This design comes from an exercise in tuning for a short achievable clock period and few clock cycles on the open sky130 flow, not from production work. No run shown here included a check of the RTL's function; only the layout flow was run. Power and IR drop assume default switching activity.

==> design.v <==
module Mips(
	input clk,
	input rst,
	output[31:0] imem_addr,
	input[31:0] imem_data,
	output[17:0] SRAM_ADDR,
	output[15:0] SRAM_WDATA,
	input[15:0] SRAM_RDATA,
	output SRAM_WE_N
);
localparam CIB = 4;               
localparam NCS = 1 << CIB;        
localparam CTB = 16 - CIB;        
localparam SBB = 2;               
localparam SBD = 1 << SBB;        
localparam [1:0] S_IDLE = 2'd0, S_ISSHI = 2'd1, S_CAPLO = 2'd2, S_CAPHI = 2'd3;
reg [31:0] pcf;
reg [31:0] ia_q;          
reg [15:0] btb_v;
reg [25:0] btb_tag [0:15];
reg [29:0] btb_tgt [0:15];
reg [2:0]  btb_ctr [0:15];
reg [7:0]  btb_dif [0:15];
reg [15:0] btb_xn;
reg        v2;
reg [31:0] pc2, seq2;
reg [21:0] seq2_p1, seq2_m1;    
reg        bh2, pt2;
reg [2:0]  bc2;
reg        vS;
reg [31:0] irS, pcS, seqS;
reg [9:0]  pdS;
reg [31:0] opA_S, opB_S;
reg        srcF_S;         
reg        bWA_S, bWB_S, bW2A_S, bW2B_S;
reg        bhS, ptS;
reg [2:0]  bcS;
reg        vD;
reg [31:0] irD, pcD, seqD;
reg [9:0]  pdD;
reg        bhD, ptD;
reg [2:0]  bcD;
reg [31:0] opA_D, opB_D;
reg        srcF_D;         
reg [31:0] opA_F, opB_F;   
reg        bWA_D, bWB_D;   
reg        bW2A_D, bW2B_D;  
reg        eA_r, eB_r;     
reg [31:0] rf [1:31];
reg [31:1] rfv;           
reg        vE;
reg [31:0] A_E, B_E, T_E;
reg [4:0]  rsE, rtE;
reg        uA_E, uB_E, uT_E;
reg [15:0] wE;
reg        cvE, heldMiss, specE;
reg [CTB-1:0] ctgE;
reg [31:0] cdE;
reg [4:0]  destE;
reg        weE, ldE, stE, bezE, bneE, jmpE, subE;
reg        cAdd_E, cAnd_E, cOr_E, cNor_E, cXor_E, cSll_E, cSra_E, cSrl_E;
reg        guessE, nzE;
reg [31:0] tgtE, seqE, pcE;
reg        bhE;
reg [2:0]  bcE;
reg [1:0]  mst;
reg        lbV, lbWe, lbFill, lbRdy;
reg [4:0]  lbDest;
reg [15:0] lbW;
reg [15:0] lo_cap;
reg [31:0] dataL;
localparam PFK = 15;
reg        pfV;
reg [3:0]  pfCnt;
reg [15:0] pfW, pfFA;
reg        pf_s1, pf_s2, pf_s3, pfDataV, pfCancel;
reg [15:0] pf_lo;
reg [31:0] pfData;
reg        bu_v, bu_w;
reg [3:0]  bu_i;
reg [25:0] bu_tag;
reg [29:0] bu_tgt;
reg [2:0]  bu_ctr;
reg [7:0]  bu_dif;
reg        bu_tk, bu_hit, bu_bne;
reg        weW, fillW;
reg [31:0] dataW, dataW2;
reg [4:0]  destW;
reg [15:0] waW;
reg [NCS-1:0]     cval;
reg [NCS*CTB-1:0] ctagF;
reg [NCS*32-1:0]  cdatF;
reg [15:0] sb_a [0:SBD-1];
reg [31:0] sb_d [0:SBD-1];
reg [SBB-1:0] sb_h, sb_t;
reg [SBB:0]   sb_n;
reg        sb_ph;
reg [17:0] sa;
reg [15:0] sw;
reg        swe_n;
assign imem_addr = ia_q;
assign SRAM_ADDR = sa;
assign SRAM_WDATA = sw;
assign SRAM_WE_N = swe_n;
wire [3:0]  fi = pcf[5:2];
wire        bhit = btb_v[fi] && (btb_tag[fi] == pcf[31:6]);
wire [2:0]  bctr = btb_ctr[fi];
wire        bpt = bhit && bctr[2] && !btb_xn[fi];
wire [31:0] pcf4 = pcf + 32'd4;
wire [31:0] npc = bpt ? {btb_tgt[fi], 2'b00} : pcf4;
function [9:0] predec(input [31:0] w);
	reg [5:0] op;
	begin
		op = w[31:26];
		predec[0] = (op == 6'd1) || (op == 6'd3) || (op == 6'd5) || (op == 6'd6) || (op == 6'd7) ||
		            (op == 6'd8) || (op == 6'd9) || (op == 6'd10) || (op == 6'd11) || (op == 6'd12);
		predec[1] = (op == 6'd32);
		predec[2] = (op == 6'd33);
		predec[3] = (op == 6'd36);
		predec[4] = (op == 6'd37);
		predec[5] = (op == 6'd40);
		predec[6] = (op == 6'd41);
		predec[7] = (op == 6'd42);
		predec[8] = (w[15:0] != 16'd0);
		predec[9] = (w[25:21] == w[20:16]);
	end
endfunction
wire [9:0] pdN = predec(imem_data);
wire [4:0] rsN = imem_data[25:21];
wire [4:0] rtN = imem_data[20:16];
wire [4:0] rsS = irS[25:21];
wire [4:0] rtS = irS[20:16];
wire [31:0] rfA_S = bWA_S ? dataW : bW2A_S ? dataW2 : srcF_S ? opA_F : opA_S;
wire [31:0] rfB_S = bWB_S ? dataW : bW2B_S ? dataW2 : srcF_S ? opB_F : opB_S;
wire [31:0] rdA_N = (rsN != 5'd0 && rfv[rsN]) ? rf[rsN] : 32'd0;
wire [31:0] rdB_N = (rtN != 5'd0 && rfv[rtN]) ? rf[rtN] : 32'd0;
wire bW2A_N = weW && destW == rsN && rsN != 5'd0;
wire bW2B_N = weW && destW == rtN && rtN != 5'd0;
wire [5:0] opF = imem_data[31:26];
wire isBezF = (opF == 6'd40);
wire isBneF = (opF == 6'd41);
wire stTakenF = imem_data[15] || (isBezF && rsN == 5'd0) || (isBneF && rsN != rtN);
wire shortF = (imem_data[15:7] == 9'h000) || (imem_data[15:7] == 9'h1FF);
wire nzShortF = (|imem_data[7:0]) || imem_data[15];
wire rdF_fire = v2 && !pt2 && shortF && ((opF == 6'd42) ||
                ((isBezF || isBneF) && stTakenF && !bh2 && nzShortF));
wire [8:0]  tgtF_lo = {1'b0, seq2[9:2]} + {1'b0, imem_data[7:0]};
wire [21:0] upF = seq2[31:10];
wire [21:0] upF_p1 = seq2_p1;
wire [21:0] upF_m1 = seq2_m1;
wire [21:0] tgtF_hi = (tgtF_lo[8] && !imem_data[15]) ? upF_p1 :
                      (!tgtF_lo[8] && imem_data[15]) ? upF_m1 : upF;
wire [31:0] tgtF = {tgtF_hi, tgtF_lo[7:0], 2'b00};
wire ptF = pt2 || rdF_fire;
wire [5:0] opD = irD[31:26];
wire [4:0] rsD = irD[25:21];
wire [4:0] rtD = irD[20:16];
wire [4:0] rdD = irD[15:11];
wire [31:0] sxD = {{16{irD[15]}}, irD[15:0]};
wire isRD    = pdD[0];
wire isAddiD = pdD[1];
wire isSubiD = pdD[2];
wire isLdD   = pdD[3];
wire isStD   = pdD[4];
wire isBezD  = pdD[5];
wire isBneD  = pdD[6];
wire isJmpD  = pdD[7];
wire nzD     = pdD[8];      
wire sameD   = pdD[9];      
wire useA_D = isRD | isAddiD | isSubiD | isBezD | isBneD;    
wire useB_D = isRD | isBneD;                                 
wire [4:0] destD = isRD ? rdD : rtD;
wire weD = (isRD | isAddiD | isSubiD | isLdD) && (destD != 5'd0);
wire [31:0] tgtD = seqD + {sxD[29:0], 2'b00};
wire [31:0] rfA = bWA_D ? dataW : bW2A_D ? dataW2 : srcF_D ? opA_F : opA_D;
wire [31:0] rfB = bWB_D ? dataW : bW2B_D ? dataW2 : srcF_D ? opB_F : opB_D;
wire [17:0] ofsD = sxD[17:0] - 18'd1024;
wire [17:0] eaD = rfA[17:0] + ofsD;
wire [15:0] wD = eaD[17:2];
wire [CIB-1:0] ciD = wD[CIB-1:0];
wire hazD = (isLdD || isStD) &&
            ((vE && weE && rsD == destE) || (lbV && lbWe && rsD == lbDest));
wire [31:0] Af = A_E;
wire [31:0] Bf = B_E;
wire [31:0] Tf = T_E;
wire [31:0] sumE = Af + (subE ? ~Bf : Bf) + {31'd0, subE};
wire big = |Bf[31:5];
wire [4:0] sh = Bf[4:0];
wire [31:0] sllE = big ? 32'd0 : (Af << sh);
wire [31:0] srE = $signed({cSra_E & Af[31], Af}) >>> (big ? 6'd32 : {1'b0, sh});
wire [31:0] aluE = ({32{cAdd_E}} & sumE) |
                   ({32{cAnd_E}} & (Af & Bf)) |
                   ({32{cOr_E}}  & (Af | Bf)) |
                   ({32{cNor_E}} & ~(Af | Bf)) |
                   ({32{cXor_E}} & (Af ^ Bf)) |
                   ({32{cSll_E}} & sllE) |
                   ({32{cSra_E | cSrl_E}} & srE);
wire sboard = vE && lbV && lbWe &&
              ((uA_E && rsE == lbDest) || ((uB_E || uT_E) && rtE == lbDest));
wire takenE = jmpE | (bezE & (Af == 32'd0)) | (bneE & (Af != Bf));
wire mispE = vE && (bezE || bneE) && nzE && !sboard && (takenE != guessE);
wire [31:0] redirE = takenE ? tgtE : seqE;
wire ldEv = vE && ldE;
wire stEv = vE && stE;
wire [CIB-1:0] ciE = wE[CIB-1:0];
wire [CTB-1:0] ctE = wE[15:CIB];
wire chit = cvE && !heldMiss && (ctgE == ctE);
wire sb_full = (sb_n == SBD);
wire sb_empty = (sb_n == 0);
reg sbmatch;
integer k;
always @(*) begin
	sbmatch = 1'b0;
	for (k = 0; k < SBD; k = k + 1)
		if (((k - sb_h) & (SBD - 1)) < sb_n && sb_a[k] == wE) sbmatch = 1'b1;
end
wire ldMiss = ldEv && !chit;
wire ldAlloc = ldMiss && !sbmatch && (!lbV || lbRdy || mst == S_CAPHI);
wire st_wr = stEv && !sb_full && !sboard;
wire stallE = (ldMiss && !ldAlloc) || (stEv && sb_full) || sboard;
wire advE = !stallE;
wire e2w = vE && advE && weE && !ldMiss;
wire capNow = (mst == S_CAPHI);
wire lbToW = lbV && (lbRdy || capNow) && !e2w;
wire wn_we = e2w || (lbToW && lbWe);
wire [4:0] wn_dest = e2w ? destE : lbDest;
wire [31:0] wn_data = e2w ? (ldE ? cdE : aluE) : lbRdy ? dataL : {SRAM_RDATA, lo_cap};
wire cbyS = st_wr && ciE == ciD;
wire fill_we = fillW || pfDataV;
wire [15:0] fill_a = fillW ? waW : pfFA;
wire [31:0] fill_d = fillW ? dataW : pfData;
wire cbyF = fill_we && fill_a[CIB-1:0] == ciD;
wire [CIB-1:0] pI = rfA[CIB+1:2] ^ sxD[CIB+1:2];
wire [CIB-1:0] gI = rfA[CIB+1:2] & sxD[CIB+1:2];
wire c2I = (rfA[1] & sxD[1]) | ((rfA[1] ^ sxD[1]) & rfA[0] & sxD[0]);
reg [NCS-1:0] selD;
reg [CIB-1:0] jv, cyI;
reg           crvR;
reg [CTB-1:0] crtR;
reg [31:0]    crdR;
integer j;
always @(*) begin
	crvR = 1'b0;
	crtR = {CTB{1'b0}};
	crdR = 32'd0;
	for (j = 0; j < NCS; j = j + 1) begin
		jv = j;
		cyI = gI | (pI & ~jv);
		selD[j] = ((pI ^ jv) == {cyI[CIB-2:0], c2I});
		crvR = crvR | (selD[j] & cval[j]);
		crtR = crtR | ({CTB{selD[j]}} & ctagF[j*CTB +: CTB]);
		crdR = crdR | ({32{selD[j]}} & cdatF[j*32 +: 32]);
	end
end
wire          crvD = cbyS | cbyF | crvR;
wire [CTB-1:0] crtD = cbyS ? ctE : cbyF ? fill_a[15:CIB] : crtR;
wire [31:0]   crdD = cbyS ? Tf : cbyF ? fill_d : crdR;
wire p_hi = (mst == S_ISSHI);
wire p_new = ldAlloc;
wire spec_go;
wire sb_go = !(p_hi || p_new || spec_go) && !sb_empty;
wire sb_deq = sb_go && sb_ph;
wire pf_free = !(p_hi || p_new || spec_go || sb_go);
reg pfSbMatch;
always @(*) begin
	pfSbMatch = 1'b0;
	for (k = 0; k < SBD; k = k + 1)
		if (((k - sb_h) & (SBD - 1)) < sb_n && sb_a[k] == pfW) pfSbMatch = 1'b1;
end
wire pf_idle = !pf_s1 && !pf_s2 && !pf_s3 && !pfDataV;
wire pf_try = pfV && pfCnt != 4'd0 && pf_idle;
wire pf_lo_go = pf_try && !pfSbMatch && pf_free;
wire pf_skip = pf_try && pfSbMatch;
wire pf_hi_go = pf_s1 && pf_free;
wire pf_kill = st_wr && wE == pfFA;      
wire sb_enq = st_wr;
reg [1:0] mst_n;
always @(*) begin
	mst_n = mst;
	case (mst)
		S_ISSHI: mst_n = S_CAPLO;
		S_CAPLO: mst_n = S_CAPHI;
		default: mst_n = S_IDLE;
	endcase
	if (ldAlloc) mst_n = specE ? S_CAPLO : S_ISSHI;
end
wire accD = !vD || (advE && !hazD);
wire fetch_ok = !rst && (accD || (!vS && !v2));
wire goD = vD && advE && !hazD && !mispE;    
wire brD = (isBezD || isBneD) && nzD;
wire bneSame = isBneD && sameD;                       
wire eA = eA_r;                  
wire eB = eB_r && isBneD;        
wire useE = (eA || eB) && !bneSame;
wire lbHazB = lbV && lbWe && (rsD == lbDest || (isBneD && rtD == lbDest));
wire eAdd = cAdd_E;
wire eLog = cAnd_E | cOr_E | cNor_E | cXor_E;
wire eLd = ldE && chit;
wire [31:0] xD = eA ? rfB : rfA;    
wire [31:0] bxE = subE ? ~Bf : Bf;
wire [31:0] ppE = Af ^ bxE;
wire [31:0] ggE = Af & bxE;
wire [31:0] cyE = ggE | (ppE & ~xD);
wire eqAdd = ((ppE ^ xD) == {cyE[30:0], subE});
wire [31:0] logE = ({32{cAnd_E}} & (Af & Bf)) | ({32{cOr_E}} & (Af | Bf)) |
                   ({32{cNor_E}} & ~(Af | Bf)) | ({32{cXor_E}} & (Af ^ Bf));
wire eqLog = (logE == xD);
wire eqLd = (cdE == xD);
wire eqE_x = eAdd ? eqAdd : eLog ? eqLog : eqLd;
wire [31:0] cyE0 = ggE | ppE;
wire eqAdd0 = (ppE == {cyE0[30:0], subE});
wire eqE_0 = eAdd ? eqAdd0 : eLog ? (logE == 32'd0) : (cdE == 32'd0);
wire eqE = isBezD ? eqE_0 : eqE_x;
wire eqR = isBezD ? (rfA == 32'd0) : (rfA == rfB);
wire eqD = bneSame | (useE ? eqE : eqR);
wire takenD = isBezD ? eqD : !eqD;
wire resD = brD && goD && !lbHazB && (!useE || eAdd || eLog || eLd);
wire rdD_fire = vD && isJmpD && !ptD;
wire mispD = resD && (takenD != ptD);
assign spec_go = vD && isLdD && !hazD && advE && !p_hi && !p_new;
wire rdF_eff = rdF_fire && !mispE && !mispD && !rdD_fire;
wire [31:0] pcf_n = rdF_eff ? tgtF : mispD ? (ptD ? seqD : tgtD) :
                    mispE ? redirE : rdD_fire ? tgtD : fetch_ok ? npc : pcf;
integer i;
always @(posedge clk)
	ia_q <= pcf_n;
wire [4:0] rsNew = vS ? rsS : rsN;
wire [4:0] rtNew = vS ? rtS : rtN;
always @(posedge clk) begin
	if (advE) begin
		eA_r <= goD && weD && destD == rsNew;
		eB_r <= goD && weD && destD == rtNew;
	end else if (accD) begin
		eA_r <= vE && weE && destE == rsNew;
		eB_r <= vE && weE && destE == rtNew;
	end
end
always @(posedge clk or posedge rst) begin
	if (rst) begin
		pcf <= 32'd0;
		v2 <= 1'b0;
		vS <= 1'b0;
		vD <= 1'b0;
		ptD <= 1'b0;
	end else begin
		pcf <= pcf_n;
		v2 <= !mispE && !mispD && !rdD_fire && !rdF_fire && fetch_ok;
		if (mispE || mispD || rdD_fire)
			vS <= 1'b0;
		else if (accD)
			vS <= vS & v2;
		else if (v2)
			vS <= 1'b1;
		if (mispE)
			vD <= 1'b0;
		else if (accD) begin
			if (mispD || rdD_fire)
				vD <= 1'b0;
			else if (vS) begin
				vD <= 1'b1;
				ptD <= ptS;
			end else begin
				vD <= v2;
				ptD <= ptF;
			end
		end else if (rdD_fire)
			ptD <= 1'b1;
	end
end
always @(posedge clk) begin
	if (fetch_ok) begin
		pc2 <= pcf;
		seq2 <= pcf4;
		seq2_p1 <= pcf4[31:10] + 22'd1;
		seq2_m1 <= pcf4[31:10] - 22'd1;
		bh2 <= bhit;
		bc2 <= bctr;
		pt2 <= bpt;
	end
	opA_F <= rdA_N;
	opB_F <= rdB_N;
	opA_S <= rfA_S;
	opB_S <= rfB_S;
	if ((accD && vS) || (!accD && v2)) begin
		irS <= imem_data; pdS <= pdN; pcS <= pc2; seqS <= seq2; bhS <= bh2; bcS <= bc2; ptS <= ptF;
		srcF_S <= 1'b1;
		bWA_S <= wn_we && wn_dest == rsN;
		bWB_S <= wn_we && wn_dest == rtN;
		bW2A_S <= bW2A_N;
		bW2B_S <= bW2B_N;
	end else begin
		srcF_S <= 1'b0;
		bWA_S <= wn_we && wn_dest == rsS;
		bWB_S <= wn_we && wn_dest == rtS;
		bW2A_S <= 1'b0;
		bW2B_S <= 1'b0;
	end
	if (accD && vS) begin
		opA_D <= rfA_S;
		opB_D <= rfB_S;
		srcF_D <= 1'b0;
		bWA_D <= wn_we && wn_dest == rsS;
		bWB_D <= wn_we && wn_dest == rtS;
		bW2A_D <= 1'b0;
		bW2B_D <= 1'b0;
	end else if (accD) begin
		srcF_D <= 1'b1;
		bWA_D <= wn_we && wn_dest == rsN;
		bWB_D <= wn_we && wn_dest == rtN;
		bW2A_D <= bW2A_N;
		bW2B_D <= bW2B_N;
	end else begin
		opA_D <= rfA;
		opB_D <= rfB;
		srcF_D <= 1'b0;
		bWA_D <= wn_we && wn_dest == rsD;
		bWB_D <= wn_we && wn_dest == rtD;
		bW2A_D <= 1'b0;
		bW2B_D <= 1'b0;
	end
	if (accD) begin
		if (vS) begin
			irD <= irS; pdD <= pdS; pcD <= pcS; seqD <= seqS; bhD <= bhS; bcD <= bcS;
		end else begin
			irD <= imem_data; pdD <= pdN; pcD <= pc2; seqD <= seq2; bhD <= bh2; bcD <= bc2;
		end
	end
end
always @(posedge clk or posedge rst) begin
	if (rst)
		btb_v <= 16'd0;
	else if (bu_v && bu_w)
		btb_v[bu_i] <= 1'b1;
end
wire [7:0] bu_dif0 = btb_dif[bu_i];
wire [7:0] bu_next = {bu_dif[6:0], 1'b0} - bu_dif0;    
always @(posedge clk or posedge rst) begin
	if (rst)
		btb_xn <= 16'd0;
	else if (bu_v && bu_w)
		btb_xn[bu_i] <= bu_tk && bu_hit && bu_bne && bu_next == 8'd0 && bu_dif != bu_dif0;
end
always @(posedge clk) begin
	if (bu_v && bu_w) begin
		btb_tag[bu_i] <= bu_tag;
		btb_tgt[bu_i] <= bu_tgt;
		btb_ctr[bu_i] <= bu_ctr;
		btb_dif[bu_i] <= bu_dif;
	end
end
always @(posedge clk or posedge rst) begin
	if (rst)
		bu_v <= 1'b0;
	else
		bu_v <= vE && (bezE || bneE || jmpE) && advE;
end
always @(posedge clk) begin
	bu_i <= pcE[5:2];
	bu_tag <= pcE[31:6];
	bu_tgt <= tgtE[31:2];
	bu_w <= bhE || takenE;
	bu_dif <= Af[7:0] - Bf[7:0];
	bu_tk <= takenE;
	bu_hit <= bhE;
	bu_bne <= bneE;
	bu_ctr <= !bhE ? 3'd6 :
	          takenE ? ((bcE == 3'd7) ? 3'd7 : bcE + 3'd1) :
	                   ((bcE == 3'd0) ? 3'd0 : bcE - 3'd1);
end
always @(posedge clk or posedge rst) begin
	if (rst)
		rfv <= 31'd0;
	else if (weW)
		rfv[destW] <= 1'b1;
end
always @(posedge clk) begin
	if (weW)
		rf[destW] <= dataW;
end
always @(posedge clk or posedge rst) begin
	if (rst)
		vE <= 1'b0;
	else if (advE)
		vE <= goD;
end
always @(posedge clk) begin
	if (advE) begin
		A_E <= (wn_we && wn_dest == rsD) ? wn_data : rfA;
		B_E <= !useB_D ? sxD : (wn_we && wn_dest == rtD) ? wn_data : rfB;
		T_E <= (wn_we && wn_dest == rtD) ? wn_data : rfB;
		rsE <= rsD;
		rtE <= rtD;
		uA_E <= useA_D;
		uB_E <= useB_D;
		uT_E <= isStD;
		wE <= wD;
		specE <= spec_go;
		heldMiss <= 1'b0;
		destE <= destD;
		weE <= weD;
		ldE <= isLdD;
		stE <= isStD;
		bezE <= isBezD;
		bneE <= isBneD;
		jmpE <= isJmpD;
		subE <= (opD == 6'd3) || isSubiD;
		cAdd_E <= (opD == 6'd1) || (opD == 6'd3) || isAddiD || isSubiD;
		cAnd_E <= (opD == 6'd5);
		cOr_E <= (opD == 6'd6);
		cNor_E <= (opD == 6'd7);
		cXor_E <= (opD == 6'd8);
		cSll_E <= (opD == 6'd9) || (opD == 6'd10);
		cSra_E <= (opD == 6'd11);
		cSrl_E <= (opD == 6'd12);
		guessE <= resD ? takenD : ptD;
		nzE <= nzD;
		tgtE <= tgtD;
		seqE <= seqD;
		pcE <= pcD;
		bhE <= bhD;
		bcE <= bcD;
	end else begin
		if (wn_we && wn_dest == rsE) A_E <= wn_data;
		if (uB_E && wn_we && wn_dest == rtE) B_E <= wn_data;
		if (wn_we && wn_dest == rtE) T_E <= wn_data;
		specE <= 1'b0;
		heldMiss <= ldMiss;
		if (mispE) guessE <= takenE;
	end
	cvE <= crvD;
	ctgE <= crtD;
	cdE <= crdD;
end
always @(posedge clk or posedge rst) begin
	if (rst) begin
		mst <= S_IDLE;
		lbV <= 1'b0;
		lbRdy <= 1'b0;
	end else begin
		mst <= mst_n;
		if (ldAlloc) begin
			lbV <= 1'b1;
			lbRdy <= 1'b0;
		end else if (lbToW) begin
			lbV <= 1'b0;
			lbRdy <= 1'b0;
		end else if (capNow)
			lbRdy <= 1'b1;
	end
end
always @(posedge clk) begin
	if (mst == S_CAPLO) lo_cap <= SRAM_RDATA;
	if (capNow) dataL <= {SRAM_RDATA, lo_cap};
	if (ldAlloc) begin
		lbDest <= destE;
		lbWe <= weE;
		lbW <= wE;
		lbFill <= 1'b1;
	end else begin
		if (e2w && destE == lbDest) lbWe <= 1'b0;
		if (st_wr && ciE == lbW[CIB-1:0]) lbFill <= 1'b0;
	end
end
always @(posedge clk or posedge rst) begin
	if (rst) begin
		weW <= 1'b0;
		fillW <= 1'b0;
	end else begin
		weW <= wn_we;
		fillW <= lbToW && lbFill && !(st_wr && ciE == lbW[CIB-1:0]);
	end
end
always @(posedge clk) begin
	dataW <= wn_data;
	destW <= wn_dest;
	dataW2 <= dataW;
	waW <= lbW;
end
always @(posedge clk or posedge rst) begin
	if (rst) begin
		pfV <= 1'b0;
		pf_s1 <= 1'b0;
		pf_s2 <= 1'b0;
		pf_s3 <= 1'b0;
		pfDataV <= 1'b0;
	end else begin
		if (ldAlloc) pfV <= 1'b1;
		pf_s1 <= pf_lo_go;
		pf_s2 <= pf_hi_go;
		pf_s3 <= pf_s2;
		if (pf_s3)
			pfDataV <= !pfCancel && !pf_kill;
		else if (!fillW || pf_kill)
			pfDataV <= 1'b0;
	end
end
always @(posedge clk) begin
	if (ldAlloc) begin
		pfW <= wE + 16'd1;
		pfCnt <= PFK;
	end else if (pf_hi_go || pf_skip) begin
		pfW <= pfW + 16'd1;
		pfCnt <= pfCnt - 4'd1;
	end
	if (pf_lo_go) begin
		pfFA <= pfW;
		pfCancel <= st_wr && wE == pfW;
	end else if (pf_kill)
		pfCancel <= 1'b1;
	if (pf_s2) pf_lo <= SRAM_RDATA;
	if (pf_s3) pfData <= {SRAM_RDATA, pf_lo};
end
always @(posedge clk or posedge rst) begin
	if (rst)
		cval <= {NCS{1'b0}};
	else begin
		if (fill_we) cval[fill_a[CIB-1:0]] <= 1'b1;
		if (sb_enq) cval[ciE] <= 1'b1;
	end
end
always @(posedge clk) begin
	for (j = 0; j < NCS; j = j + 1) begin
		if (sb_enq && ciE == j) begin
			ctagF[j*CTB +: CTB] <= ctE;
			cdatF[j*32 +: 32] <= Tf;
		end else if (fill_we && fill_a[CIB-1:0] == j) begin
			ctagF[j*CTB +: CTB] <= fill_a[15:CIB];
			cdatF[j*32 +: 32] <= fill_d;
		end
	end
end
always @(posedge clk or posedge rst) begin
	if (rst) begin
		sb_h <= {SBB{1'b0}};
		sb_t <= {SBB{1'b0}};
		sb_n <= {(SBB+1){1'b0}};
		sb_ph <= 1'b0;
	end else begin
		if (sb_enq) sb_t <= sb_t + 1'b1;
		if (sb_deq) sb_h <= sb_h + 1'b1;
		sb_n <= sb_n + {{SBB{1'b0}}, sb_enq} - {{SBB{1'b0}}, sb_deq};
		if (sb_go) sb_ph <= ~sb_ph;
	end
end
always @(posedge clk) begin
	swe_n <= rst || !sb_go;
	sa <= p_hi ? {1'b0, lbW, 1'b1} :
	      p_new ? {1'b0, wE, specE} :
	      spec_go ? {1'b0, wD, 1'b0} :
	      sb_go ? {1'b0, sb_a[sb_h], sb_ph} :
	      pf_lo_go ? {1'b0, pfW, 1'b0} : {1'b0, pfFA, 1'b1};
end
always @(posedge clk) begin
	if (sb_enq) begin
		sb_a[sb_t] <= wE;
		sb_d[sb_t] <= Tf;
	end
	sw <= sb_ph ? sb_d[sb_h][31:16] : sb_d[sb_h][15:0];    
end
endmodule
==> flow/run.sh <==
#!/bin/bash
# Standard ORFS layout (the standard.sh), with timing repair aimed well
# below the 15 ns clock: repair_timing keeps working until the setup slack
# reaches SETUP_SLACK_MARGIN (10.6 ns below the 15 ns clock).
export SETUP_SLACK_MARGIN=10.6
bash standard.sh > standard.log 2>&1
==> standard.sh <==
#!/bin/bash
# synth_recipe.tcl (not shown) runs the flow's synth.tcl, then flattens the netlist and writes it again
# the make line also repeats each setting of config.mk as NAME=value (left out here)
make -C /OpenROAD-flow-scripts/flow DESIGN_CONFIG=/design/flow/config.mk WORK_HOME=/design/flow/orfs CLKGATE_MAP_FILE= SYNTH_SCRIPT=/design/flow/synth_recipe.tcl "${@:-finish}"
==> config.mk <==
export PLATFORM = sky130hd
export DESIGN_NAME = Mips
export DESIGN_NICKNAME = Mips
export VERILOG_FILES = /design/flow/design.v
export SDC_FILE = /design/flow/constraint.sdc
export NUM_CORES = 8
export LEC_CHECK = 0
export CAP_MARGIN = 20
export CORE_MARGIN = 2
export CORE_UTILIZATION = 40
export SLEW_MARGIN = 40
==> constraint.sdc <==
create_clock -name core_clock -period 15.0 [get_ports {clk}]
set_input_delay 3.0000 -clock core_clock [delete_from_list [all_inputs] [get_ports {clk}]]
set_output_delay 3.0000 -clock core_clock [all_outputs]
set_load 0.01 [all_outputs]
==> reports/metrics.csv, run 1 <==
stage,metric,value,unit
pwr,combinational fraction of design power,22.0,%
detailed_routing,drc violations,0,
die,Die ar.,511000,um2
die,io pins,117,
pwr,Int Power,0.0243,W
global_routing,GR Overflow Total,0,
die,Core ar.,502000,um2
sta,WHS,340,ps
cts,hold_buf cts,0,
cts,CTS sink cnt,4298,
global_routing,initial antenna violation count,88,
die,Die Wd,715,um
setup_path,CP Launch Type,flop,
setup_path,crit-path cells,buf_12 > or4_1 > buf_8 > buf_12 > o21ai_0 > xor2_1 > o2111ai_1 > nor4_1 > a31oi_2 > a211oi_4 > buf_12 > mux2i_4 > buf_12 > buf_16 > or4b_4 > o221ai_4,
layout,Nets,15169,
place,Final HPWL DP,458000,um
pwr,switching share of power,31.1,%
pwr,sequential share of power,44.4,%
setup_path,"Largest delay share family, worst path",simple AND/OR/NAND/NOR gates,
setup_path,crit-path max FO,43,
global_routing,first-pass GRT wire length,1050000,um
pwr,pwr dens,146,nW/um2
run,max_cap viols,0,
synthesis,syn_nets,14650,
detailed_routing,Via Count,140083,
cts,CTS tree,yes,
sta,max-slew headroom at the worst pin,34.2,%
sta,Slew @ Worst Pin,988,ps
layout,final instance area,242000,um2
place,GP Congestion,1.03,
synthesis,"Async S/R FF share, synth",3.16,%
synthesis,Post-synth EDFFs,3746,
setup_path,CP endpoint,ia_q[6]$_DFF_P_,
synthesis,Cell variety after synth,104,
detailed_routing,total wire length,773000,um
synthesis,Post-Syn Area,202000,um2
cts,total CTS buffers,449,
global_routing,number of global-route vias before repair,130571,
die,Cell Rows,260,
sta,Final setup viols,0,
sta,unrepaired setup endpoints after global routing,true,
sta,f_max,204,MHz
setup_path,reg2reg path depth,16,
pwr,total power,0.0353,W
synthesis,mean post-synth cell area,14.1,um2
layout,fill cell count,42719,
sta,period utilisation layout,32.7,%
setup_path,Crit Reg-Reg Endpoint,ia_q[6]$_DFF_P_,
min_path,Hold/Removal Path Class,flop to flop,
setup_path,WP data required,15940,ps
detailed_routing,drt pass-1 iters,7,
cts,Skew-Pair Late Insertion Delay,1060,ps
layout,area of the multi-input gates,77600,um2
setup_path,critical path depth,16,
setup_path,R2R Setup Slk,10090,ps
synthesis,Cells after Synth,14312,
layout,register area,124000,um2
synthesis,Synth Register Bits,4298,
sta,fin crit period,4910,ps
detailed_routing,Routed Antenna Nets,0,
synthesis,sequential element share of the synthesized area,61.5,%
setup_path,Buffers & Inverters on Critical Path,6,
setup_path,Crit path arrival time,5840,ps
cts,CTS Buffer Depth,4,
cts,Worst-path clk slew,60,ps
sta,final hold violation count,0,
setup_path,FF-to-FF Start,cAnd_E$_DFFE_PN_,
synthesis,yosys warns,1,
sta,final max-slew violation count,0,
detailed_routing,drt initial violations,22385,
setup_path,"Top cell by count, worst path",buf_12,
global_routing,overall fraction of global-route tracks in use,28.9,%
status,status,timing/DRC/antenna clean,
setup_path,CP startpoint,cAnd_E$_DFFE_PN_,
detailed_routing,wire per inst,35.2,um
die,die extent in y,715,um
detailed_routing,Vias/cell,6.39,
layout,Final Core Density,48.2,%
sta,clk_skew,105,ps
synthesis,ys flop type,edfxtp_1,
sta,setup TNS,0,ps
setup_path,max incr delay on CP,570,ps
die,Starting Density,40.2,%
pwr,clock share of power,33.6,%
layout,share of cells above drive strength 1,26.5,%
setup_path,CP endpoint kind,flop,
place,Area after DPL,212000,um2
pwr,leakage,85.4,nW
setup_path,"slowest stage cell, crit path",or4_1,
setup_path,kind of critical path,flop to flop,
cts,CTS root buffer,clkbuf_16,
cts,H-tree level count,5,
layout,area grow syn2layout,19.9,%
pwr,Worst VDD drop,0.129,mV
global_routing,largest net degree at the start of global routing,104,
pwr,NetSw,0.0110,W
place,Port Buffer Count,115,
==> how the worst min path moves through the flow <==
stage / to / slack, ps / from / cells after the start
floorplan: bu_i[0]$_DFF_P_ / 320 / pcE[2]$_DFFE_PN_ / 0
global placement: bu_i[3]$_DFF_P_ / 320 / pcE[5]$_DFFE_PN_ / 0
finish: waW[10]$_DFF_P_ / 340 / lbW[10]$_DFFE_PP_ / 0
CTS: waW[10]$_DFF_P_ / 330 / lbW[10]$_DFFE_PP_ / 0
detailed placement: bu_i[3]$_DFF_P_ / 330 / pcE[5]$_DFFE_PN_ / 0
global route: bu_tag[15]$_DFF_P_ / 350 / pcE[21]$_DFFE_PN_ / 0
==> registers in the layout, summed over array words and instances, names as in the netlist, 64 cells and up <==
name,cells
rf,992
cdatF,512
btb_tgt,480
btb_tag,416
ctagF,192
btb_dif,128
sb_d,128
sb_a,64
==> area by class of cell <==
cell class	count	share of cell area, %
Sequential cell	4298	51.4
Clock buffer	609	5.21
Timing Repair Buffer	1149	5.94
Multi-Input combinational cell	8545	32.1
Inverter	386	0.665
Clock inverter	240	1.25
Antenna cell	28	0.0289
Tap cell	6681	3.45
Timing Repair inverter	2	0.00982
==> what timing repair did <==
action                                  4_1_cts  5_1_grt
pin swaps                                   145      142
endpoints found under the setup margin     1713      654
cloned                                       87       31
gates resized for setup                    1413      455
setup buffers                               273      193
==> per-stage QoR <==
stage | instances | setup WS, ps
after detailed placement | 20455 | 7760
after global routing | 21917 | 10100
after floorplan | 14312 | 9440
after CTS | 21664 | 10320
final | 21938 | 10090
after global placement | 20435 | 7790
==> layer usage <==
metal / track usage, % / part of all wire, %
met1: 40.0 / 39
met2: 43.7 / 44
met3: 6.99 / 12
met4: 12.5 / 5.4
met5: 0 / 0.061
==> placed cells by master (no fill, tap or decap), types with 68 or more instances in the layout <==
cell type  netlist  routed
xnor2_1        267     251
nand3_1        188     168
dfxtp_1        416     343
a221oi_1       119      93
buf_6           11     177
xor2_1         377     335
clkbuf_1       833      88
a22oi_1        278     274
o21ai_0        396     297
nor3_1         143     106
o22ai_1        147     107
nor2b_1        115     106
a21oi_1       1104    1044
buf_4           19     602
edfxtp_1      3746    3746
a22o_1          79      79
mux4_2         950     950
dfrtp_1        136     121
mux2i_1        591     538
nand4_1        155     155
a211oi_1       130     105
clkbuf_16        0     480
buf_16           0      68
nor2_1        1266    1183
clkbuf_8         0      73
clkinv_2         0      79
buf_12           0     131
inv_1          380     330
nand2b_1        82      75
mux2_2         307     292
nor4_1         127     101
nand2_1        545     520
ha_1           249     200
==> power groups by stage <==
stage | Sequential, W | Combinational [W] | Clock, W
after floorplan | 0.0153 | 0.00397 | 0
after global placement | 0.0159 | 0.00651 | 0
after detailed placement | 0.0159 | 0.00655 | 0
after CTS | 0.0156 | 0.00731 | 0.0119
after global routing | 0.0157 | 0.00804 | 0.0124
final | 0.0157 | 0.00778 | 0.0119
==> worst register-to-register path: cells and delay by family (launching register included) <==
kind | cells | cell delay [ps]
multiplexers | 1 | 290
XOR/XNOR | 1 | 330
AO/OA/AOI/OAI | 5 | 1230
flip-flops | 1 | 430
AND/OR/NAND/NOR | 3 | 1440
buffers and inverters | 6 | 1050
==> synth_stat cells (79+ instances only) <==
cell	instances	area share [%]
dfxtp_1	416	4.1
a22oi_1	278	1.0
inv_1	380	0.71
nor2b_1	115	0.36
a211oi_1	130	0.48
buf_2	82	0.20
a21oi_1	1104	2.7
nand2_1	545	1.0
clkbuf_1	833	1.5
a22o_1	79	0.34
buf_1	149	0.28
nand3_1	188	0.47
a221oi_1	119	0.52
xnor2_1	267	1.2
o21ai_0	396	0.98
nor4_1	127	0.39
o22ai_1	147	0.46
ha_1	249	1.5
edfxtp_1	3746	56
nand4_1	155	0.48
mux4_2	950	11
dfrtp_1	136	1.7
mux2_2	307	1.7
nand2b_1	82	0.25
mux2i_1	591	2.9
xor2_1	377	1.6
nor2_1	1266	2.4
nor3_1	143	0.35
==> kinds of logic after synthesis <==
family | Yosys count | share of synthesized area (%)
buffers and inverters | 1483 | 2.89
muxes | 1863 | 15.3
xor gates and xnor gates | 644 | 2.79
adders and majority gates | 288 | 1.93
other | 1 | 0.00186
AOI/OAI and AO/OA | 2830 | 8.88
DFF | 4298 | 61.5
and+or+nand+nor | 2905 | 6.68
==> run 2, diff against run 1 <==
--- a/design.v
+++ b/design.v
@@ -24,7 +24,7 @@
 reg [15:0] btb_xn;
 reg        v2;
 reg [31:0] pc2, seq2;
-reg [21:0] seq2_p1, seq2_m1;    
+reg [23:0] seq2_p1, seq2_m1;    
 reg        bh2, pt2;
 reg [2:0]  bc2;
 reg        vS;
@@ -140,17 +140,17 @@
 wire isBezF = (opF == 6'd40);
 wire isBneF = (opF == 6'd41);
 wire stTakenF = imem_data[15] || (isBezF && rsN == 5'd0) || (isBneF && rsN != rtN);
-wire shortF = (imem_data[15:7] == 9'h000) || (imem_data[15:7] == 9'h1FF);
-wire nzShortF = (|imem_data[7:0]) || imem_data[15];
+wire shortF = (imem_data[15:5] == 11'h000) || (imem_data[15:5] == 11'h7FF);
+wire nzShortF = (|imem_data[5:0]) || imem_data[15];
 wire rdF_fire = v2 && !pt2 && shortF && ((opF == 6'd42) ||
                 ((isBezF || isBneF) && stTakenF && !bh2 && nzShortF));
-wire [8:0]  tgtF_lo = {1'b0, seq2[9:2]} + {1'b0, imem_data[7:0]};
-wire [21:0] upF = seq2[31:10];
-wire [21:0] upF_p1 = seq2_p1;
-wire [21:0] upF_m1 = seq2_m1;
-wire [21:0] tgtF_hi = (tgtF_lo[8] && !imem_data[15]) ? upF_p1 :
-                      (!tgtF_lo[8] && imem_data[15]) ? upF_m1 : upF;
-wire [31:0] tgtF = {tgtF_hi, tgtF_lo[7:0], 2'b00};
+wire [6:0]  tgtF_lo = {1'b0, seq2[7:2]} + {1'b0, imem_data[5:0]};
+wire [23:0] upF = seq2[31:8];
+wire [23:0] upF_p1 = seq2_p1;
+wire [23:0] upF_m1 = seq2_m1;
+wire [23:0] tgtF_hi = (tgtF_lo[6] && !imem_data[15]) ? upF_p1 :
+                      (!tgtF_lo[6] && imem_data[15]) ? upF_m1 : upF;
+wire [31:0] tgtF = {tgtF_hi, tgtF_lo[5:0], 2'b00};
 wire ptF = pt2 || rdF_fire;
 wire [5:0] opD = irD[31:26];
 wire [4:0] rsD = irD[25:21];
@@ -371,8 +371,8 @@
 	if (fetch_ok) begin
 		pc2 <= pcf;
 		seq2 <= pcf4;
-		seq2_p1 <= pcf4[31:10] + 22'd1;
-		seq2_m1 <= pcf4[31:10] - 22'd1;
+		seq2_p1 <= pcf4[31:8] + 24'd1;
+		seq2_m1 <= pcf4[31:8] - 24'd1;
 		bh2 <= bhit;
 		bc2 <= bctr;
 		pt2 <= bpt;
==> run 2 against run 1 <==
  * Synthesized cell count increased by 2.2%
  * Sequential power decreased by 3%
  * Combinational power rose by 4.2%
  * Still clean on timing, DRC and antenna
  * Register-to-register slack got worse by 240 ps
  * Clock power down 4%
  * Worst hold slack about the same
==> reports/metrics.csv, run 2 <==
stage,metric,value,unit,change
setup_path,CP endpoint kind,flop,,
min_path,Hold/Removal Path Class,flop to flop,,
sta,period utilisation layout,34.3,%,+1.6 points
synthesis,sequential element share of the synthesized area,61.3,%,-0.24 points
die,Cell Rows,261,,+0.38%
layout,Largest register FFs,992,,unchanged
detailed_routing,wire per inst,35.4,um,+0.42%
setup_path,WP data required,15920,ps,-20 ps
sta,Final setup viols,0,,unchanged
cts,Skew-Pair Late Insertion Delay,1130,ps,+70 ps
die,die extent in y,716,um,+0.25%
global_routing,GR Util met3,8.37,%,+1.4 points
synthesis,Post-Syn Area,203000,um2,+0.49%
setup_path,max incr delay on CP,640,ps,+70 ps
die,Die ar.,513000,um2,+0.49%
setup_path,"slowest stage cell, crit path",nor4_1,,
place,Final HPWL DP,454000,um,-0.72%
min_path,Hold Crit Endpoint,bu_i[1]$_DFF_P_,,
sta,setup TNS,0,ps,unchanged
sta,max-slew headroom at the worst pin,29.9,%,-4.2 points
detailed_routing,Routed Antenna Nets,0,,unchanged
global_routing,largest net degree at the start of global routing,67,,-36%
detailed_routing,drt initial violations,23954,,+7.0%
detailed_routing,Via Count,143581,,+2.5%
synthesis,yosys warns,1,,unchanged
cts,total CTS buffers,446,,-0.67%
setup_path,CP Launch Type,flop,,
cts,Worst-path clk slew,60,ps,about the same
global_routing,overall fraction of global-route tracks in use,29.3,%,+0.33 points
global_routing,number of global-route vias before repair,133393,,+2.2%
detailed_routing,Vias/cell,6.43,,+0.76%
synthesis,Synth Register Bits,4302,,+0.093%
sta,fin crit period,5150,ps,+244 ps
pwr,total power,0.0347,W,-1.7%
setup_path,kind of critical path,flop to flop,,
cts,H-tree level count,5,,unchanged
layout,"most common cell after layout, fill and taps aside",edfxtp_1,,
synthesis,ys flop type,edfxtp_1,,
synthesis,Synth area leaders,"edfxtp_1 (55%), mux4_2 (10%), dfxtp_1 (4.1%)",,
global_routing,initial antenna violation count,77,,-13%
setup_path,"Largest delay share family, worst path",simple AND/OR/NAND/NOR gates,,
run,max_cap viols,0,,unchanged
global_routing,M2 GR Usage,42.9,%,-0.75 points
die,Die Wd,716,um,+0.25%
sta,post-route setup slack,9850,ps,-244 ps
setup_path,Crit path arrival time,6070,ps,+230 ps
sta,f_max,194,MHz,-4.7%
setup_path,FF-to-FF Start,subE$_DFFE_PN_,,
min_path,min-delay src,pcE[3]$_DFFE_PN_,,
cts,CTS tree,yes,,
synthesis,"Async S/R FF share, synth",3.16,%,about the same
die,io pins,117,,unchanged
setup_path,Crit Reg-Reg Endpoint,ia_q[2]$_DFF_P_,,
layout,Largest regs,"rf (992), cdatF (512), btb_tgt (480)",,
global_routing,busiest grt layer,met2,,
pwr,Worst VDD drop,0.131,mV,+2.1%
layout,most frequent cells in the layout,"edfxtp_1 (3750), nor2_1 (1309), a21oi_1 (1143)",,
layout,area grow syn2layout,19.9,%,about the same
die,Starting Density,40.2,%,about the same
cts,hold_buf cts,0,,unchanged
cts,CTS Buffer Depth,4,,unchanged
sta,WHS,339,ps,-0.352 ps
die,Core ar.,505000,um2,+0.58%
place,Place WS,7630,ps,-133 ps
global_routing,first-pass GRT wire length,1060000,um,+1.5%
pwr,pwr dens,143,nW/um2,-2.2%
place,Port Buffer Count,115,,unchanged
global_routing,GR Util met1,40.1,%,+0.11 points
setup_path,Buffers & Inverters on Critical Path,6,,unchanged
synthesis,mean post-synth cell area,13.9,um2,-1.6%
cts,CTS sink cnt,4302,,+0.093%
synthesis,post-synth top area share,55.5,%,-0.21 points
synthesis,Cell variety after synth,107,,+2.9%
synthesis,most numerous cell in the Yosys netlist,edfxtp_1,,
sta,final hold violation count,0,,unchanged
layout,most flop-heavy register,rf,,
layout,share of cells above drive strength 1,25.1,%,-1.4 points
min_path,hold depth,0,,unchanged
sta,Slew @ Worst Pin,1050,ps,+63.2 ps
setup_path,R2R Setup Slk,9850,ps,-240 ps
pwr,leakage,85.5,nW,about the same
layout,Nets,15506,,+2.2%
status,status,timing/DRC/antenna clean,,
place,GP Congestion,1.04,,+1.6%
setup_path,crit-path max FO,17,,-60%
setup_path,CP startpoint,subE$_DFFE_PN_,,
layout,Final Core Density,48.2,%,about the same
detailed_routing,drc violations,0,,unchanged
synthesis,largest area contributor in the netlist,edfxtp_1,,
synthesis,syn_nets,14957,,+2.1%
synthesis,Post-synth EDFFs,3750,,+0.11%
sta,final max-slew violation count,0,,unchanged
sta,unrepaired setup endpoints after global routing,true,,
cts,CTS root buffer,clkbuf_16,,
synthesis,Cells after Synth,14623,,+2.2%
detailed_routing,total wire length,790000,um,+2.2%
setup_path,reg2reg path depth,19,,+3
detailed_routing,drt pass-1 iters,10,,+3
synthesis,"top cells by count, synth","edfxtp_1 (3750), nor2_1 (1393), a21oi_1 (1211), mux4_2 (945), clkbuf_1 (809)",,
sta,clk_skew,128,ps,+23.3 ps
global_routing,GR Overflow Total,0,,unchanged
setup_path,crit-path cells,buf_12 > xor2_1 > inv_1 > ha_1 > xnor2_1 > nor4_1 > nand4_1 > nor4_1 > a21oi_1 > o31ai_1 > nand3_2 > and2_4 > a21oi_4 > o311ai_4 > buf_4 > buf_6 > buf_12 > buf_16 > o21a_1,,
[run 2: changes by cell type after synthesis, moves of 41 or more]
| cell | change |
|---|---|
| xnor2_1 | +124 |
| mux2_2 | -78 |
| xor2_1 | -107 |
| a22oi_1 | -41 |
| nand2_1 | +156 |
| nor2_1 | +127 |
| o22ai_1 | -71 |
| buf_1 | +55 |
| a21oi_1 | +107 |
[run 2: metal layers]
metal | up-vias | share of wire [%]
met5 | - | 0.036
met4 | 36 | 6.2
met3 | 2241 | 14
met2 | 10619 | 43
met1 | 73020 | 38
li1 | 57665 | -
[run 2: where the power goes]
part           switching [W]  total (W)  internal, W  leakage, nW
combinational        0.00489    0.00811      0.00322         38.5
sequential           0.00104     0.0153       0.0142         39.7
clock                0.00493     0.0114      0.00643         7.22
[run 2: layout make-up]
| class | instances | area, um2 |
|---|---|---|
| clock inverters | 226 | 2540 |
| fillers | 42879 | 262000 |
| diodes | 49 | 123 |
| multi-input cells | 8845 | 78400 |
| repair inverters | 2 | 17.5 |
| repair buffers | 1197 | 15500 |
| flip-flops and latches | 4302 | 125000 |
| well taps | 6706 | 8390 |
| clock buffers | 612 | 12300 |
| inverters | 378 | 1600 |
[run 2: through the flow]
step	instance area, um2	cells
after global placement	213000	20772
after floorplan	204000	14623
after CTS	239000	22060
after detailed placement	214000	20809
after global routing	243000	22275
final	243000	22317
[run 2: cell families after synthesis]
family	Yosys count	synth area share, %
simple gates	3194	7.18
mux	1793	14.8
other cells	1	0.00185
buf+inv	1483	2.85
compound gates	2905	9.14
xor+xnor	661	2.85
fa+ha+maj	284	1.90
flops	4302	61.3
[run 2: worst max path at each step]
stage                         to  slack [ps]  cells after the start
3_5_place_dp   pcf[24]$_DFF_PP0_        7630                     11
3_3_place_gp   pcf[24]$_DFF_PP0_        7420                     11
6_report         ia_q[2]$_DFF_P_        9850                     19
2_1_floorplan   bcS[0]$_DFFE_PP_        8510                     19
4_1_cts         pcf[5]$_DFF_PP0_       10110                     22
5_1_grt          ia_q[2]$_DFF_P_        9780                     23
[run 2: worst reg2reg max path: stages, from the launching register on]
cell and delay [ps]:
edfxtp_1 410, buf_12 250, xor2_1 240, inv_1 120
ha_1 390, xnor2_1 200, nor4_1 640, nand4_1 170
nor4_1 360, a21oi_1 230, o31ai_1 140, nand3_2 280
and2_4 330, a21oi_4 310, o311ai_4 140, buf_4 160
buf_6 130, buf_12 120, buf_16 140, o21a_1 190
[run 2: timing repair]
item                                    4_1_cts  5_1_grt
pin swaps                                   157      175
endpoints found under the setup margin     1480      841
cloned                                      104       40
gates resized for setup                    1390      395
setup buffers                               309      153
==> run 3, diff against run 2 <==
--- a/design.v
+++ b/design.v
@@ -44,6 +44,8 @@
 reg        srcF_D;         
 reg [31:0] opA_F, opB_F;   
 reg        bWA_D, bWB_D;   
+reg        mrd;            
+reg [31:0] mrdTgt;
 reg        bW2A_D, bW2B_D;  
 reg        eA_r, eB_r;     
 reg [31:0] rf [1:31];
@@ -286,7 +288,7 @@
 end
 wire accD = !vD || (advE && !hazD);
 wire fetch_ok = !rst && (accD || (!vS && !v2));
-wire goD = vD && advE && !hazD && !mispE;    
+wire goD = vD && advE && !hazD && !mispE && !mrd;    
 wire brD = (isBezD || isBneD) && nzD;
 wire bneSame = isBneD && sameD;                       
 wire eA = eA_r;                  
@@ -315,12 +317,12 @@
 wire eqD = bneSame | (useE ? eqE : eqR);
 wire takenD = isBezD ? eqD : !eqD;
 wire resD = brD && goD && !lbHazB && (!useE || eAdd || eLog || eLd);
-wire rdD_fire = vD && isJmpD && !ptD;
+wire rdD_fire = vD && isJmpD && !ptD && !mrd;
 wire mispD = resD && (takenD != ptD);
-assign spec_go = vD && isLdD && !hazD && advE && !p_hi && !p_new;
-wire rdF_eff = rdF_fire && !mispE && !mispD && !rdD_fire;
-wire [31:0] pcf_n = rdF_eff ? tgtF : mispD ? (ptD ? seqD : tgtD) :
-                    mispE ? redirE : rdD_fire ? tgtD : fetch_ok ? npc : pcf;
+assign spec_go = vD && isLdD && !hazD && advE && !mrd && !p_hi && !p_new;
+wire rdF_eff = rdF_fire && !mispE && !mrd && !rdD_fire;
+wire [31:0] pcf_n = rdF_eff ? tgtF :
+                    mispE ? redirE : mrd ? mrdTgt : rdD_fire ? tgtD : fetch_ok ? npc : pcf;
 integer i;
 always @(posedge clk)
 	ia_q <= pcf_n;
@@ -338,23 +340,25 @@
 always @(posedge clk or posedge rst) begin
 	if (rst) begin
 		pcf <= 32'd0;
+		mrd <= 1'b0;
 		v2 <= 1'b0;
 		vS <= 1'b0;
 		vD <= 1'b0;
 		ptD <= 1'b0;
 	end else begin
 		pcf <= pcf_n;
-		v2 <= !mispE && !mispD && !rdD_fire && !rdF_fire && fetch_ok;
-		if (mispE || mispD || rdD_fire)
+		mrd <= mispD;
+		v2 <= !mispE && !mrd && !rdD_fire && !rdF_fire && fetch_ok;
+		if (mispE || mrd || rdD_fire)
 			vS <= 1'b0;
 		else if (accD)
 			vS <= vS & v2;
 		else if (v2)
 			vS <= 1'b1;
-		if (mispE)
+		if (mispE || mrd)
 			vD <= 1'b0;
 		else if (accD) begin
-			if (mispD || rdD_fire)
+			if (rdD_fire)
 				vD <= 1'b0;
 			else if (vS) begin
 				vD <= 1'b1;
@@ -368,6 +372,7 @@
 	end
 end
 always @(posedge clk) begin
+	mrdTgt <= ptD ? seqD : tgtD;
 	if (fetch_ok) begin
 		pc2 <= pcf;
 		seq2 <= pcf4;
==> run 3 against run 2 <==
  * Still clean
  * Final area decreased by 3.0%
  * Synthesized area shrank 0.93%
  * Die area decreased by 0.93%
  * Via count shrank 5.6%
  * Sequential cell count is 33 higher
  * Synthesized cell count is 2.4% lower
  * Highest routed layer unchanged
==> reports/metrics.csv, run 3 <==
stage,metric,value,unit,change
pwr,combinational fraction of design power,38.7,%,+15 points
sta,final hold violation count,0,,unchanged
run,max_cap viols,0,,unchanged
synthesis,Cells after Synth,14276,,-2.4%
layout,Largest register FFs,992,,unchanged
setup_path,Buffers & Inverters on Critical Path,1,,-5
global_routing,initial antenna violation count,39,,-49%
die,Die Wd,713,um,-0.47%
cts,CTS sink cnt,4335,,+0.77%
layout,Finished Layout Cells,21745,,-2.6%
setup_path,crit-path cells,buf_6,,
cts,H-tree level count,5,,unchanged
setup_path,"slowest stage cell, crit path",dfxtp_4,,
sta,clk_skew,104,ps,-23.8 ps
setup_path,WP data required,12000,ps,-3920 ps
sta,max-slew headroom at the worst pin,35.8,%,+5.8 points
setup_path,max incr delay on CP,460,ps,-180 ps
detailed_routing,drt initial violations,20200,,-16%
pwr,sequential share of power,37.6,%,-6.3 points
place,GP Congestion,0.996,,-4.6%
die,Die ar.,508000,um2,-0.93%
cts,hold_buf cts,0,,unchanged
detailed_routing,Routed Antenna Nets,0,,unchanged
setup_path,crit-path max FO,1,,-16
global_routing,number of global-route vias before repair,128582,,-3.6%
place,placed cell count,20503,,-1.5%
sta,final max-slew violation count,0,,unchanged
global_routing,GR Overflow Total,0,,unchanged
layout,fill cell count,43043,,+0.38%
detailed_routing,total wire length,735000,um,-6.9%
synthesis,"Async S/R FF share, synth",3.16,%,about the same
synthesis,Synth Register Bits,4335,,+0.77%
pwr,Worst VDD drop,0.166,mV,+26%
synthesis,Post-Syn Area,201000,um2,-0.93%
synthesis,mean post-synth cell area,14.1,um2,+1.5%
die,Cell Rows,260,,-0.38%
place,Port Buffer Count,115,,unchanged
die,Starting Density,40.1,%,-0.041 points
setup_path,CP Launch Type,flop,,
pwr,leakage,82.4,nW,-3.6%
setup_path,CP endpoint kind,primary output,,
die,die extent in y,713,um,-0.47%
layout,area grow syn2layout,17.5,%,
pwr,NetSw,0.0181,W,+67%
synthesis,syn_nets,14610,,-2.3%
layout,Largest regs,"rf (992), cdatF (512), btb_tgt (480)",,
cts,Worst-path clk slew,60,ps,about the same
layout,"most common cell after layout, fill and taps aside",edfxtp_1,,
global_routing,overall fraction of global-route tracks in use,27.8,%,-1.5 points
sta,setup TNS,0,ps,unchanged
detailed_routing,Vias/cell,6.23,,-3.1%
layout,share of cells above drive strength 1,23.7,%,-1.4 points
cts,Skew-Pair Late Insertion Delay,1070,ps,-60 ps
global_routing,first-pass GRT wire length,1010000,um,-5.2%
synthesis,sequential element share of the synthesized area,62.2,%,+0.91 points
synthesis,largest area contributor in the netlist,edfxtp_1,,
global_routing,largest net degree at the start of global routing,86,,+28%
cts,CTS tree,yes,,
detailed_routing,wire per inst,33.8,um,-4.5%
min_path,Hold/Removal Path Class,flop to flop,,
setup_path,Crit path arrival time,1640,ps,-4430 ps
cts,CTS root buffer,clkbuf_16,,
layout,most flop-heavy register,rf,,
detailed_routing,drc violations,0,,unchanged
sta,Final setup viols,0,,unchanged
pwr,switching share of power,38.5,%,+7.3 points
sta,fin crit period,4640,ps,-514 ps
cts,total CTS buffers,444,,-0.45%
detailed_routing,drt pass-1 iters,8,,-2
synthesis,Cell variety after synth,98,,-8.4%
status,status,timing/DRC/antenna clean,,
sta,period utilisation layout,30.9,%,-3.4 points
pwr,clock share of power,23.7,%,-9.0 points
sta,Slew @ Worst Pin,951,ps,-100 ps
synthesis,ys flop type,edfxtp_1,,
synthesis,"top cells by count, synth","edfxtp_1 (3750), nor2_1 (1372), a21oi_1 (1151), mux4_2 (916), clkbuf_1 (811)",,
setup_path,"Largest delay share family, worst path",flip-flops,,
synthesis,Synth area leaders,"edfxtp_1 (56%), mux4_2 (10%), dfxtp_1 (4.5%)",,
synthesis,yosys warns,1,,unchanged
sta,f_max,216,MHz,+11%
detailed_routing,Via Count,135510,,-5.6%
synthesis,most numerous cell in the Yosys netlist,edfxtp_1,,
setup_path,kind of critical path,flop to primary output,,
synthesis,post-synth top area share,56.0,%,+0.52 points
die,io pins,117,,unchanged
sta,unrepaired setup endpoints after global routing,true,,
die,Core ar.,501000,um2,-0.83%
layout,Nets,14980,,-3.4%
place,Final HPWL DP,441000,um,-2.8%
cts,CTS Buffer Depth,4,,unchanged
pwr,Int Power,0.0289,W,+21%
synthesis,Post-synth EDFFs,3750,,unchanged
layout,most frequent cells in the layout,"edfxtp_1 (3750), nor2_1 (1301), a21oi_1 (1106)",,
pwr,pwr dens,199,nW/um2,+40%
-- run 3: cell count changes in the layout (fill, tap and decap cells not counted), moves of 38 or more --
cell / before / now
nand4_1: 167 / 108
buf_4: 597 / 524
inv_1: 329 / 258
a221oi_2: 63 / 17
xnor2_1: 363 / 263
nand3_1: 186 / 240
mux2_2: 216 / 306
and3_1: 74 / 36
xor2_1: 247 / 362
buf_6: 197 / 153
dfxtp_1: 337 / 378
-- run 3: path summary, 6_finish.rpt --
| path | slack [ps] | depth (start not counted) | start | endpoint |
|---|---|---|---|---|
| min reg2reg | 340 | 0 | pcE[4]$_DFFE_PN_ | bu_i[2]$_DFF_P_ |
| max reg2reg | 10450 | 17 | A_E[21]$_DFFE_PP_ | ia_q[27]$_DFF_P_ |
| max | 10360 | 1 | ia_q[25]$_DFF_P_ | imem_addr[25] |
| max in group asynchronous | 11410 | 4 | rst | sb_h[0]$_DFFE_PP0P_ |
| min | 340 | 0 | pcE[4]$_DFFE_PN_ | bu_i[2]$_DFF_P_ |
| min in group asynchronous | 2400 | 3 | rst | pcf[2]$_DFF_PP0_ |
-- run 3: area by class of cell --
type	instances	area (um2)	share of cell area (%)
flip-flops and latches	4335	125000	53.0
multi-input cells	8580	74900	31.7
clock buffers	630	12400	5.26
repair buffers	977	11800	4.99
well taps	6681	8360	3.54
clock inverters	210	2090	0.883
inverters	305	1340	0.566
diodes	24	60.1	0.0254
repair inverters	3	33.8	0.0143
-- run 3: per-layer routing --
metal  vias up  share of wire [%]  track usage, %
met5         -              0.051               0
met4        20                5.5            12.5
met3      1846                 11            6.10
met2      8332                 46            44.1
met1     69509                 38            36.7
li1      55803                  -               -
-- run 3: stage by stage --
stage | total power, W | setup slack, ps | utilization [%] | hold slack (ps) | cell area, um2
after floorplan | 0.0265 | 8130 | - | 323 | 202000
after global placement | 0.0332 | 7130 | 42.1 | 326 | 211000
after detailed placement | 0.0334 | 7200 | 42.4 | 327 | 212000
after CTS | 0.0459 | 10280 | 46.5 | 340 | 233000
after global routing | 0.0483 | 10330 | 47.1 | 349 | 236000
final | 0.0470 | 10360 | 47.2 | 341 | 236000
-- run 3: cell families (layout without fill, tap and decap cells) --
logic type | count (synthesis) | after routing | share of synthesized area [%]
muxes | 1839 | 1839 | 15.1
xor gates and xnor gates | 667 | 667 | 2.91
adders and majority gates | 284 | 284 | 1.91
buffers and inverters | 1369 | 2125 | 2.70
and+or+nand+nor | 3061 | 3066 | 6.78
DFF | 4335 | 4335 | 62.2
other | 1 | 25 | 0.00187
AOI/OAI and AO/OA | 2720 | 2723 | 8.48
-- run 3: what timing repair did --
| item | in CTS | in global routing |
|---|---|---|
| pin swaps | 71 | 132 |
| gates resized for setup | 1084 | 414 |
| hold endpoints to repair | 0 | 0 |
| setup buffers | 172 | 120 |
| setup endpoints to repair | 1708 | 944 |
| cloned | 54 | 27 |
-- run 3: power by group through the flow --
stage          combinational, W  clock (W)  sequential [W]
2_1_floorplan           0.00937          0          0.0171
3_3_place_gp             0.0152          0          0.0180
3_5_place_dp             0.0154          0          0.0180
4_1_cts                  0.0170     0.0112          0.0176
5_1_grt                  0.0188     0.0117          0.0178
6_report                 0.0182     0.0112          0.0177
==> run 4, diff against run 3 <==
==> flow/run.sh (replaced) <==
#!/bin/bash
# Standard ORFS layout (the standard.sh), with timing repair aimed well
# below the 15 ns clock: repair_timing keeps working until the setup slack
# reaches SETUP_SLACK_MARGIN (10.8 ns below the 15 ns clock).
export SETUP_SLACK_MARGIN=10.8
bash standard.sh > standard.log 2>&1
==> run 4 against run 3 <==
  * Worst setup slack worse by 230 ps
  * Clock skew is 19 ps lower
  * Fmax is 4.8% lower
  * Synthesized cell count stayed put
  * Clock-buffer cell count is 7 higher
  * Worst hold slack worse by 15 ps
  * Still clean
  * Final cell count is 1.5% higher
  * Sequential cell count stayed put
  * First-iteration DRC count is 3.7% higher
  * Clock power is 4% higher
  * Synthesized area stayed put
==> reports/metrics.csv, run 4 <==
stage,metric,value,unit,change
setup_path,CP endpoint kind,flop,,
place,Place WS,8220,ps,+1020 ps
synthesis,Synth area leaders,"edfxtp_1 (56%), mux4_2 (10%), dfxtp_1 (4.5%)",,
synthesis,Post-synth EDFFs,3750,,unchanged
layout,fill cell count,42400,,-1.5%
die,Die ar.,508000,um2,unchanged
layout,Largest regs,"rf (992), cdatF (512), btb_tgt (480)",,
sta,period utilisation layout,32.5,%,+1.6 points
pwr,pwr dens,200,nW/um2,+0.45%
sta,max-slew headroom at the worst pin,25.8,%,-9.9 points
detailed_routing,drt pass-1 iters,13,,+5
detailed_routing,wire per inst,34.4,um,+1.8%
layout,register area,125000,um2,about the same
detailed_routing,Vias/cell,6.27,,+0.62%
sta,final hold violation count,0,,unchanged
setup_path,CP startpoint,wE[8]$_DFFE_PN_,,
layout,area grow syn2layout,20.7,%,
place,Port Buffer Count,115,,unchanged
die,Starting Density,40.1,%,unchanged
synthesis,"top cells by count, synth","edfxtp_1 (3750), nor2_1 (1372), a21oi_1 (1151), mux4_2 (916), clkbuf_1 (811)",,
detailed_routing,Routed Antenna Nets,0,,unchanged
sta,clk_skew,85.6,ps,-18.8 ps
global_routing,GR Overflow Total,0,,unchanged
setup_path,WP data required,15790,ps,+3790 ps
die,die extent in y,713,um,unchanged
synthesis,largest area contributor in the netlist,edfxtp_1,,
layout,Nets,15278,,+2.0%
cts,hold_buf cts,0,,unchanged
sta,Slew @ Worst Pin,1080,ps,+134 ps
die,Core ar.,501000,um2,unchanged
cts,CTS tree,yes,,
setup_path,CP Launch Type,flop,,
synthesis,"Async S/R FF share, synth",3.16,%,unchanged
setup_path,crit-path max FO,5,,+4
die,Die Wd,713,um,unchanged
layout,"most common cell after layout, fill and taps aside",edfxtp_1,,
setup_path,Crit path arrival time,5660,ps,+4020 ps
synthesis,Cell variety after synth,98,,unchanged
cts,total CTS buffers,455,,+2.5%
min_path,Hold/Removal Path Class,flop to flop,,
synthesis,ys flop type,edfxtp_1,,
synthesis,Synth Register Bits,4335,,unchanged
place,GP Congestion,0.991,,-0.53%
status,status,timing/DRC/antenna clean,,
synthesis,post-synth top area share,56.0,%,unchanged
setup_path,crit-path cells,buf_12 > xor2_4 > nor4_4 > nand4_1 > buf_6 > nand2_4 > or3b_4 > buf_6 > buf_6 > mux2i_4 > buf_6 > a222oi_1 > nand2_2 > nand2_8 > buf_12 > buf_16 > mux2_4,,
min_path,min-delay src,pcE[25]$_DFFE_PN_,,
setup_path,kind of critical path,flop to flop,,
layout,Largest register FFs,992,,unchanged
sta,Final setup viols,0,,unchanged
synthesis,Cells after Synth,14276,,unchanged
cts,H-tree level count,5,,unchanged
detailed_routing,total wire length,759000,um,+3.3%
sta,final max-slew violation count,0,,unchanged
detailed_routing,drc violations,0,,unchanged
synthesis,sequential element share of the synthesized area,62.2,%,unchanged
setup_path,max incr delay on CP,620,ps,+160 ps
layout,most flop-heavy register,rf,,
synthesis,mean post-synth cell area,14.1,um2,unchanged
sta,f_max,205,MHz,-4.8%
detailed_routing,drt initial violations,20952,,+3.7%
global_routing,largest net degree at the start of global routing,82,,-4.7%
global_routing,overall fraction of global-route tracks in use,28.4,%,+0.58 points
sta,fin crit period,4870,ps,+234 ps
cts,Skew-Pair Late Insertion Delay,1060,ps,about the same
layout,area of the multi-input gates,76400,um2,+1.9%
detailed_routing,Via Count,138335,,+2.1%
synthesis,yosys warns,1,,unchanged
cts,CTS root buffer,clkbuf_16,,
global_routing,first-pass GRT wire length,1030000,um,+1.7%
synthesis,most numerous cell in the Yosys netlist,edfxtp_1,,
global_routing,initial antenna violation count,45,,+15%
setup_path,"Top cell by count, worst path",buf_6,,
die,Cell Rows,260,,unchanged
setup_path,FF-to-FF Start,wE[8]$_DFFE_PN_,,
run,max_cap viols,0,,unchanged
die,io pins,117,,unchanged
sta,setup TNS,0,ps,unchanged
cts,CTS sink cnt,4335,,unchanged
pwr,Worst VDD drop,0.258,mV,+56%
sta,post-route setup slack,10130,ps,-234 ps
place,Final HPWL DP,443000,um,+0.27%
cts,CTS Buffer Depth,4,,unchanged
sta,unrepaired setup endpoints after global routing,true,,
global_routing,number of global-route vias before repair,130414,,+1.4%
pwr,leakage,85.3,nW,+3.6%
cts,Worst-path clk slew,60,ps,about the same
layout,share of cells above drive strength 1,26.8,%,+3.1 points
layout,most frequent cells in the layout,"edfxtp_1 (3750), nor2_1 (1233), a21oi_1 (1086)",,
synthesis,Post-Syn Area,201000,um2,unchanged
synthesis,syn_nets,14610,,unchanged
setup_path,"slowest stage cell, crit path",nand4_1,,
-- run 4: cell counts after synthesis --
No cell type changed its count.
-- run 4: logic make-up after synthesis --
kind of cell,synth area share (%)
DFF,62.2
and+or+nand+nor,6.78
AOI/OAI and AO/OA,8.48
muxes,15.1
buffers and inverters,2.70
xor gates and xnor gates,2.91
adders and majority gates,1.91
other,0.00187
-- run 4: worst max-delay path: cells and delay by family (launching register included) --
family                 cells  cell delay, ps
multiplexers               2             490
XOR/XNOR                   1             150
flip-flops                 1             460
buffers and inverters      7            1270
AND/OR/NAND/NOR            6            1770
AO/OA/AOI/OAI              1             410
-- run 4: path summary, 6_finish.rpt --
check	cells after the start	endpoint	slack, ps
worst max-delay path	17	A_E[21]$_DFFE_PP_	10130
worst min-delay path	0	bu_tag[19]$_DFF_P_	330
worst max register to register	17	A_E[21]$_DFFE_PP_	10130
worst min register to register	0	bu_tag[19]$_DFF_P_	330
max in group asynchronous	7	fillW$_DFF_PP0_	11280
min in group asynchronous	4	btb_v[7]$_DFFE_PP0P_	2550
-- run 4: area by class of cell --
class / instances / area share (%)
timing repair inverter: 7 / 0.0387
inverter: 305 / 0.526
sequential: 4335 / 51.6
clock inverter: 227 / 0.932
multi-input combinational: 8582 / 31.5
tap: 6681 / 3.44
timing repair buffer: 1258 / 6.64
clock buffer: 637 / 5.32
antenna: 30 / 0.0309
-- run 4: metrics by stage --
stage	power [W]	instances	hold WS [ps]	utilization, %	area [um2]
5_1_grt	0.0498	22041	349	48.4	243000
6_report	0.0485	22062	326	48.5	243000
2_1_floorplan	0.0265	14276	323	-	202000
3_5_place_dp	0.0332	20493	327	42.3	212000
3_3_place_gp	0.0331	20459	324	42.1	211000
4_1_cts	0.0471	21785	338	47.4	237000
-- run 4: layer usage --
| metal | wire length, um | vias to the layer above | share of wire [%] | track usage, % |
|---|---|---|---|---|
| met5 | 854 | - | 0.11 | 0.424 |
| met2 | 344000 | 9327 | 45 | 44.6 |
| met1 | 277000 | 70309 | 36 | 36.5 |
| met4 | 50100 | 35 | 6.6 | 14.9 |
| li1 | - | 56423 | - | - |
| met3 | 87700 | 2241 | 12 | 6.90 |
-- run 4: repair_timing --
| item | 4_1_cts | 5_1_grt |
|---|---|---|
| setup buffers | 322 | 188 |
| endpoints found under the setup margin | 2128 | 1601 |
| cloned | 106 | 56 |
| gates resized for setup | 1495 | 558 |
| pin swaps | 193 | 164 |
-- run 4: where the power goes --
group	leakage, nW	internal [W]	total [W]	switching [W]
Sequential	40.0	0.0159	0.0178	0.00192
Combinational	37.9	0.00737	0.0192	0.0118
Clock	7.44	0.00656	0.0116	0.00499
Total	85.3	0.0298	0.0485	0.0187

Setup slack of run 4, layout unchanged: 10.130 ns with ideal ports, 10.130 ns with driving cells assumed (clock clkbuf_16, inputs buf_2), 9.180 ns with port delays also shifted by the 1.141 ns mid clock arrival.
